What follows belongs to an exercise in optimizing a design on an open flow for small area and a short achievable clock period; a production flow would make more cautious choices.
At most, simulation tests tie the RTL to the original design; equivalence was not proved.

Design color_match, start of the top module:
module color_match (
    input  wire       clk,
    input  wire       rst_n,
    input  wire [7:0] get_r,
    input  wire [7:0] get_g,
    input  wire [7:0] get_b,
    input  wire [7:0] set_r,
    input  wire [7:0] set_g,
    input  wire [7:0] set_b,
    input  wire [2:0] threshold_level,
    output wire [8:0] get_h,
    output wire [7:0] get_s,
    output wire [7:0] get_v,
    output wire [8:0] set_h,
    output wire [7:0] set_s,
    output wire [7:0] set_v,
    output wire [1:0] similar_flag
);
Size: about 2900 cells after synthesis, about 110 I/O pins, about 0.019 mm2 of cells after synthesis.
make LEC_CHECK=0 ABC_AREA=1 CAP_MARGIN=20 CORE_MARGIN=2 CORE_UTILIZATION=60 PLACE_DENSITY=0.75 SLEW_MARGIN=20 finish   # period 28.0 ns
run.sh (not shown) runs the stock make flow with config.mk's settings and CLKGATE_MAP_FILE= SYNTH_SCRIPT=/design/flow/synth_recipe.tcl, a recipe that flattens the netlist after the stock synthesis.
The first run finished clean.
Change:
==> flow/flow/run.sh (new file) <==
#!/bin/bash
# The standard layout, with plain buffers (not delay cells) on the ports.
# Placement runs as standard; from clock tree synthesis on, timing repair is
# asked to leave 21 ns of setup slack at the 28 ns clock.
set -euo pipefail
export BUFFER_PORTS_ARGS="-buffer_cell sky130_fd_sc_hd__buf_2"
bash standard.sh place > standard_place.log 2>&1
export SETUP_SLACK_MARGIN=21
bash standard.sh > standard_finish.log 2>&1
==> flow/standard.sh (new file) <==
#!/bin/bash
# synth_recipe.tcl (not shown) runs the flow's synth.tcl, then flattens the netlist and writes it again
# the make line also repeats each setting of config.mk as NAME=value (left out here)
make -C /OpenROAD-flow-scripts/flow DESIGN_CONFIG=/design/flow/config.mk WORK_HOME=/design/flow/orfs CLKGATE_MAP_FILE= SYNTH_SCRIPT=/design/flow/synth_recipe.tcl "${@:-finish}"
--- a/flow/config.mk
+++ b/flow/config.mk
@@ -11,2 +11,3 @@
-export CORE_UTILIZATION = 60
-export PLACE_DENSITY = 0.75
+export CORE_UTILIZATION = 40
+export CTS_BUF_LIST = sky130_fd_sc_hd__clkbuf_8
+export PLACE_DENSITY = 0.6
removed: flow/run.sh
What happened:
- synthesized cell count stays the same
- die area climbs by 49%
- hold slack gains 27 ps
- utilization drops by 22 points
- design area climbs by 1.8%
- non-clock buffer count climbs by 26
- first-iteration DRC count climbs by 0.83%
- register-to-register slack gains 520 ps
Change:
--- a/flow/config.mk
+++ b/flow/config.mk
@@ -11,3 +11,2 @@
-export CORE_UTILIZATION = 40
-export CTS_BUF_LIST = sky130_fd_sc_hd__clkbuf_8
-export PLACE_DENSITY = 0.6
+export CORE_UTILIZATION = 70
+export PLACE_DENSITY = 0.85
Effect: The changed run went through all stages and came out clean. Via count came out higher by 6.9%. Maximum frequency came out lower by 5.3%. Synthesized cell count stays the same. Sequential cell count stays the same. Hold slack degrades by 16 ps. Worst setup slack degrades by 400 ps.
Change:
--- a/flow/config.mk
+++ b/flow/config.mk
@@ -11,2 +11,3 @@
-export CORE_UTILIZATION = 70
-export PLACE_DENSITY = 0.85
+export CORE_UTILIZATION = 40
+export CTS_BUF_LIST = sky130_fd_sc_hd__clkbuf_4
+export PLACE_DENSITY = 0.6
=> Non-clock buffer count went up by 17; die area rose by well over a third; cell count goes up by roughly a tenth; wire length fell by a few percent; clock skew came out higher by 18 ps; synthesized cell count does not change; count of clock-buffer cells in the layout goes up by 42; via count came out lower by a few percent; global-route usage goes down by 14 points; register-to-register slack gains 510 ps.

========
Another version of the RTL of color_match (not shown whole).
Size in the first run: ~2700 cells after synthesis, ~190 flip-flops, ~110 I/O pins, ~18000 um2 of cells after synthesis.
==> flow/config.mk <==
export PLATFORM = sky130hd
export DESIGN_NAME = color_match
export DESIGN_NICKNAME = color_match
export VERILOG_FILES = /design/flow/design.v
export SDC_FILE = /design/flow/constraint.sdc
export NUM_CORES = 4
export LEC_CHECK = 0
export ABC_AREA = 1
export CAP_MARGIN = 20
export CORE_MARGIN = 2
export CORE_UTILIZATION = 40
export PLACE_DENSITY = 0.6
export SLEW_MARGIN = 20
==> flow/constraint.sdc <==
create_clock -name core_clock -period 28.0 [get_ports {clk}]
set_input_delay 5.6000 -clock core_clock [delete_from_list [all_inputs] [get_ports {clk}]]
set_output_delay 5.6000 -clock core_clock [all_outputs]
set_load 0.01 [all_outputs]
standard.sh (not shown) runs the stock make flow with config.mk's settings and CLKGATE_MAP_FILE= SYNTH_SCRIPT=/design/flow/synth_recipe.tcl, a recipe that flattens the netlist after the stock synthesis.
==> flow/flow/run.sh <==
#!/bin/bash
# The standard layout, with plain buffers (not delay cells) on the ports,
# and timing repair asked to leave 21 ns of setup slack at the 28 ns clock
set -euo pipefail
export BUFFER_PORTS_ARGS="-buffer_cell sky130_fd_sc_hd__buf_2"
export SETUP_SLACK_MARGIN=21
bash standard.sh > standard.log 2>&1
The starting point completed without violations.
Next try:
==> flow/flow/run.sh (replaced) <==
#!/bin/bash
# The standard layout, with plain buffers (not delay cells) on the ports
set -euo pipefail
export BUFFER_PORTS_ARGS="-buffer_cell sky130_fd_sc_hd__buf_2"
bash standard.sh > standard.log 2>&1
The changed run completed with no timing, DRC or antenna violations.
Design area fell by 11%.
Flip-flop and latch count stays the same.
Global-route usage came out lower by 0.25 points.
Routed wire length goes down by 9.5%.
Via count shrinks by about 5%.
Non-clock buffer count decreases by 129.
Utilization drops by 5.5 points.
Die area stays the same.
Clock skew hardly moves.
Function was not checked in any run of this note: the RTL went through the layout flow alone.

========
Setup of run 1:
color_match with an RTL version that a note above also has.
For scale: ~200 flip-flops.
export LEC_CHECK = 0
export ABC_AREA = 1
export CAP_MARGIN = 20
export CORE_MARGIN = 2
export CORE_UTILIZATION = 40
export PLACE_DENSITY = 0.6
export SLEW_MARGIN = 20
create_clock -name core_clock -period 28.0 [get_ports {clk}]
==> flow/flow/run.sh <==
#!/bin/bash
# The standard layout, with plain buffers (not delay cells) on the ports.
# Placement runs as standard; from clock tree synthesis on, timing repair is
# asked to leave 21.3 ns of setup slack at the 28 ns clock.
set -euo pipefail
export BUFFER_PORTS_ARGS="-buffer_cell sky130_fd_sc_hd__buf_2"
bash standard.sh place > standard_place.log 2>&1
export SETUP_SLACK_MARGIN=21.3
bash standard.sh > standard_finish.log 2>&1
The final layout from run 1, which completed every stage, passed the timing, design-rule and antenna checks at the end of the flow.
The inputs of run 2 differ from those of run 1 as listed below.
--- a/flow/flow/run.sh
+++ b/flow/flow/run.sh
@@ -3,3 +3,3 @@
 # Placement runs as standard; from clock tree synthesis on, timing repair is
-# asked to leave 21.3 ns of setup slack at the 28 ns clock.
+# asked to leave 20.8 ns of setup slack at the 28 ns clock.
 set -euo pipefail
@@ -7,3 +7,3 @@
 bash standard.sh place > standard_place.log 2>&1
-export SETUP_SLACK_MARGIN=21.3
+export SETUP_SLACK_MARGIN=20.8
 bash standard.sh > standard_finish.log 2>&1
--- a/flow/config.mk
+++ b/flow/config.mk
@@ -10,4 +10,4 @@
 export CORE_MARGIN = 2
-export CORE_UTILIZATION = 40
-export PLACE_DENSITY = 0.6
+export CORE_UTILIZATION = 60
+export PLACE_DENSITY = 0.75
 export SLEW_MARGIN = 20
Findings:
- Each of the runs, namely run 2 and run 1, reached the end of the flow and came out clean.
- As of run 2, aggregate routed wire length had fallen by a little under 10% compared to run 1.
- Run 2 reports its origin of the worst setup path as get_r[1] while run 1 reports rgb_hsv_set_inst.dr1.
- Critical path required time: run 2 > run 1
- The lower relative max-transition margin came out of run 2.
What run 3 does differently from run 2 at the input level:
--- a/flow/flow/run.sh
+++ b/flow/flow/run.sh
@@ -3,3 +3,3 @@
 # Placement runs as standard; from clock tree synthesis on, timing repair is
-# asked to leave 20.8 ns of setup slack at the 28 ns clock.
+# asked to leave 21 ns of setup slack at the 28 ns clock.
 set -euo pipefail
@@ -7,3 +7,3 @@
 bash standard.sh place > standard_place.log 2>&1
-export SETUP_SLACK_MARGIN=20.8
+export SETUP_SLACK_MARGIN=21
 bash standard.sh > standard_finish.log 2>&1
--- a/flow/config.mk
+++ b/flow/config.mk
@@ -10,4 +10,4 @@
 export CORE_MARGIN = 2
-export CORE_UTILIZATION = 60
-export PLACE_DENSITY = 0.75
+export CORE_UTILIZATION = 40
+export PLACE_DENSITY = 0.6
 export SLEW_MARGIN = 20
## What came out
- Looking at run 3 and run 2, the clock latency reported for the late side of the worst-skew pair is a wash.
- Run 3 -> run 2: instance count of the mapped netlist delta 0, exact match
- Diff run 2..run 3 | adder-cell area share of the yosys netlist | unchanged
- The shortest clock period the worst path allows after layout of run 3 falls short of that of run 2 by 0.012 ns.
- Run 3 ends up with a number of global-route vias before repair that is about 2% lower than in run 2.
diff inputs: run 3 => run 4
--- a/flow/config.mk
+++ b/flow/config.mk
@@ -10,4 +10,4 @@
 export CORE_MARGIN = 2
-export CORE_UTILIZATION = 40
-export PLACE_DENSITY = 0.6
+export CORE_UTILIZATION = 60
+export PLACE_DENSITY = 0.75
 export SLEW_MARGIN = 20
Findings:
Run 4: full flow OK, the timing, design-rule and antenna checks passed. Number of buffers created by CTS ended up 2 lower on run 4 than on run 3. The lower cell row count of run 3 and run 4 is in run 4. Looking at post-detailed-routing wire length across both flows, run 4 is the stronger of the two, with run 3 trailing. Ratio of routed vias to standard cells, run 4 vs run 3: up by a little under 10%.

-- what the ideal ports hide --
Ports are ideal in the flow. The routed layouts listed here were re-timed in OpenROAD.
Step 1, drivers: a clkbuf_16 drives clk and a buf_2 each remaining input, both assumed.
Step 2 times the ports against the registers' clock, not the clock port: input delays grow and output delays shrink by t, the midpoint of the rising clock arrivals with the driver on.
a / b / c = ideal ports / drivers / drivers and shift; a / b = the first two.
run | t, ns | setup slack, ns | hold slack, ns | worst data-port slew with drivers (ns)
the first run of note 1 | 0.572 | 20.464 / 20.464 / 20.262 | 0.382 / 0.382 / 0.382 | 0.03
the second run of note 1 | 0.625 | 20.983 / 20.983 / 20.659 | 0.409 / 0.409 / 0.409 | 0.05
the third run of note 1 | 0.566 | 20.588 / 20.588 / 20.588 | 0.393 / 0.393 / 0.393 | 0.04
the fourth run of note 1 | 0.796 | 21.048 / 21.001 / 20.525 | 0.402 / 0.402 / 0.402 | 0.06
the first run of note 2 | 0.525 | 20.989 / 20.989 / 20.804 | 0.405 / 0.405 / 0.405 | 0.04
the second run of note 2 | 0.522 | 19.983 / 19.983 / 19.983 | 0.406 / 0.406 / 0.406 | 0.04
run 1 | 0.585 | 21.206 / 21.206 / 20.703 | 0.408 / 0.408 / 0.408 | 0.05
run 2 | 0.564 | 21.059 / 21.096 / 20.532 | 0.400 / 0.400 / 0.400 | 0.03
run 3 | 0.582 | 21.071 / 21.071 / 20.684 | 0.408 / 0.408 / 0.408 | 0.05
run 4 | 0.564 | 21.148 / 21.125 / 20.622 | 0.400 / 0.400 / 0.400 | 0.03
After both steps setup and hold are still met in every run listed. For run 2, which loses most, drivers alone change the setup slack by +0.037 ns; drivers and shift together by -0.527 ns.
